This design comes from an exercise in tuning for small area on the open sky130 flow, not from production work. Only simulation tests tie the RTL to the original design; equivalence was not proved. Power and IR drop assume default switching activity.

==> flow/design.v (excerpt) <==
module diodController(
    input clk,
    input reset,
    input start,
    input noise_valid,
    output spi_mosi,
    output spi_clk,
    output spi_ss,
    output [7:0] debug_voltage,
    output spi_start,
    output varu,
    output [1:0] debug_window_count,
    output [2:0] debug_state,
    output debug_noise_valid_filter
);
    localparam [2:0] IDLE        = 3'd0;
    localparam [2:0] INIT        = 3'd1;
    localparam [2:0] TRANSMIT    = 3'd2;
    localparam [2:0] INCREASE    = 3'd3;
    localparam [2:0] PAUSE       = 3'd4;
    localparam [2:0] CHECK_NOISE = 3'd5;
    localparam [2:0] CALIBRATE   = 3'd6;
    wire noise;
    noise_latch latch (
        .clk(clk),
        .reset(reset),
        .noise_in(noise_valid),
        .noise_out(noise)
    );
    assign debug_noise_valid_filter = noise;
    reg [2:0] state;
    reg [2:0] prev_state;
    reg       just_reset;
    reg [7:0] voltage;
    reg [1:0] window_count;
    reg       noise_heard;
    reg [5:0] lo;
    reg [9:0] hi;
    wire s_idle  = state == IDLE;
    wire s_init  = state == INIT;
    wire s_tx    = state == TRANSMIT;
    wire s_inc   = state == INCREASE;
    wire s_pause = state == PAUSE;
    wire s_check = state == CHECK_NOISE;
    wire p_tx    = prev_state == TRANSMIT;
    wire end_init  = lo[5] & lo[1];
    wire end_tx    = hi[5] & hi[3] & hi[2] & hi[1] & lo[3] & lo[2];
    wire end_inc   = hi[9] & hi[5] & hi[1] & lo[3];
    wire end_pause = hi[2] & hi[1] & hi[0] & lo[4] & lo[3];
    wire end_check = hi[7] & hi[5] & hi[4] & hi[1] & hi[0] & lo[4] & lo[2];
    wire to_tx     = (s_init & end_init) | (s_check & end_check & ~&window_count);
    wire to_inc    = s_tx & end_tx;
    wire to_pause  = s_inc & end_inc;
    wire to_check  = s_pause & end_pause;
    wire to_calib  = s_check & end_check & &window_count;
    wire load      = s_idle | to_tx | to_pause | to_check;
    wire       wrap   = lo[5] & s_tx;
    wire       carry  = &lo[4:0];
    wire [4:0] lo_inc = wrap ? lo[4:0] : lo[4:0] + 5'd1;
    wire       lo5    = carry | (lo[5] & ~s_tx);
    wire       hi_up  = wrap | (lo[5] & carry);
    always @(posedge clk) begin
        if (load) begin
            hi <= 10'd0;
            lo <= 6'd31;
        end else begin
            hi <= to_inc ? 10'd0 : hi + {9'd0, hi_up};
            lo <= {lo5, lo_inc};
        end
  ...
Size: about 170 cells after synthesis, ~34 flip-flops, ~1800 µm² of cells after synthesis.
make LEC_CHECK=0 CAP_MARGIN=20 CORE_MARGIN=2 CORE_UTILIZATION=40 SLEW_MARGIN=20 finish   # period 20.0 ns
run.sh (not shown) runs the stock make flow with config.mk's settings and CLKGATE_MAP_FILE= SYNTH_SCRIPT=/design/flow/synth_recipe.tcl, a recipe that flattens the netlist after the stock synthesis.
Rerun with:
==> flow/flow/run.sh (new file) <==
#!/bin/bash
# The standard layout, with smaller port buffers, no dummy clock loads,
# and OpenROAD's area restructuring of the logic after floorplan.
set -euo pipefail
here=$(pwd)
export BUFFER_PORTS_ARGS="-buffer_cell sky130_fd_sc_hd__buf_1"
export CTS_ARGS="-sink_clustering_enable -repair_clock_nets -dont_use_dummy_load"
export POST_FLOORPLAN_TCL=$here/flow/rmp.tcl
bash standard.sh > standard.log 2>&1
==> flow/flow/rmp.tcl (new file) <==
# Area recovery on the combinational logic of the standard synthesis
# (registers are left as they are), run at the end of floorplan.
set rmp_lib [lindex $::env(LIB_FILES) 0]
set rmp_dir $::env(OBJECTS_DIR)/rmp
file mkdir $rmp_dir
report_design_area
for {set i 0} {$i < 4} {incr i} {
  restructure -liberty_file $rmp_lib -target area \
    -tielo_port sky130_fd_sc_hd__conb_1/LO -tiehi_port sky130_fd_sc_hd__conb_1/HI \
    -work_dir $rmp_dir
  # Give this pass's tie cells unique names so the next pass can add its own.
  foreach inst [[ord::get_db_block] getInsts] {
    set n [$inst getName]
    if {[string match "rmp_const*" $n]} { $inst rename "rmp${i}_[string range $n 4 end]" }
  }
  report_design_area
}
==> flow/standard.sh (new file) <==
#!/bin/bash
# synth_recipe.tcl (not shown) runs the flow's synth.tcl, then flattens the netlist and writes it again
# the make line also repeats each setting of config.mk as NAME=value (left out here)
make -C /OpenROAD-flow-scripts/flow DESIGN_CONFIG=/design/flow/config.mk WORK_HOME=/design/flow/orfs CLKGATE_MAP_FILE= SYNTH_SCRIPT=/design/flow/synth_recipe.tcl "${@:-finish}"
removed: flow/run.sh
Outcome: Clock-buffer cell count went down by 2; total power went down by 14%; sequential share of layout area went up by 8.7 points; routed wire length went down by 24%; synthesized cell count is unchanged; clock skew hardly moves.
Rerun with:
==> flow/flow/run.sh (replaced) <==
#!/bin/bash
set -euo pipefail
export BUFFER_PORTS_ARGS="-buffer_cell sky130_fd_sc_hd__buf_1"
export CTS_ARGS="-sink_clustering_enable -repair_clock_nets -dont_use_dummy_load"
export RECOVER_POWER=100
bash standard.sh > standard.log 2>&1
removed: flow/flow/rmp.tcl
- synthesized area stays the same
- utilization goes up by 4.7 points
- design area increases by 12%
- first-iteration DRC count went down by 31%
Rerun with:
--- a/flow/flow/run.sh
+++ b/flow/flow/run.sh
@@ -4,3 +4,2 @@
 export CTS_ARGS="-sink_clustering_enable -repair_clock_nets -dont_use_dummy_load"
-export RECOVER_POWER=100
 bash standard.sh > standard.log 2>&1
=> The new run finished clean. Global-route usage does not change. Hold slack hardly moves. Sequential share of layout area falls by 0.16 points. Setup slack is unchanged. Area after synthesis is unchanged. Critical path depth stays the same. Final cell count does not change. Final area increases by 0.40%. Power is higher by 0.38%. Via count falls by 0.38%. Sequential power hardly moves.

==> port drivers added, routing unchanged <==
How much do the figures lean on ideal ports? The routed layouts below were timed once more, with nothing changed but the port constraints. Step 1 assumes that a clkbuf_16 drives the clock port and a buf_2 every other input. Step 2 also shifts input and output timing later by t, the mid clock arrival at the registers, as if the neighbouring blocks saw the same clock. Three values: ideal, step 1, step 2; two values: the first two.
run	t, ns	setup slack, ns	clock arrival spread, ns	pins driven straight from the clock port
the first run	0.304	10.966 / 10.942 / 10.942	0.011 / 0.011	1
the second run	0.303	11.758 / 11.735 / 11.735	0.011 / 0.011	1
the third run	0.300	11.747 / 11.720 / 11.720	0.030 / 0.029	1
the fourth run	0.301	11.747 / 11.720 / 11.720	0.029 / 0.029	1
After both steps setup and hold are still met in every run listed.
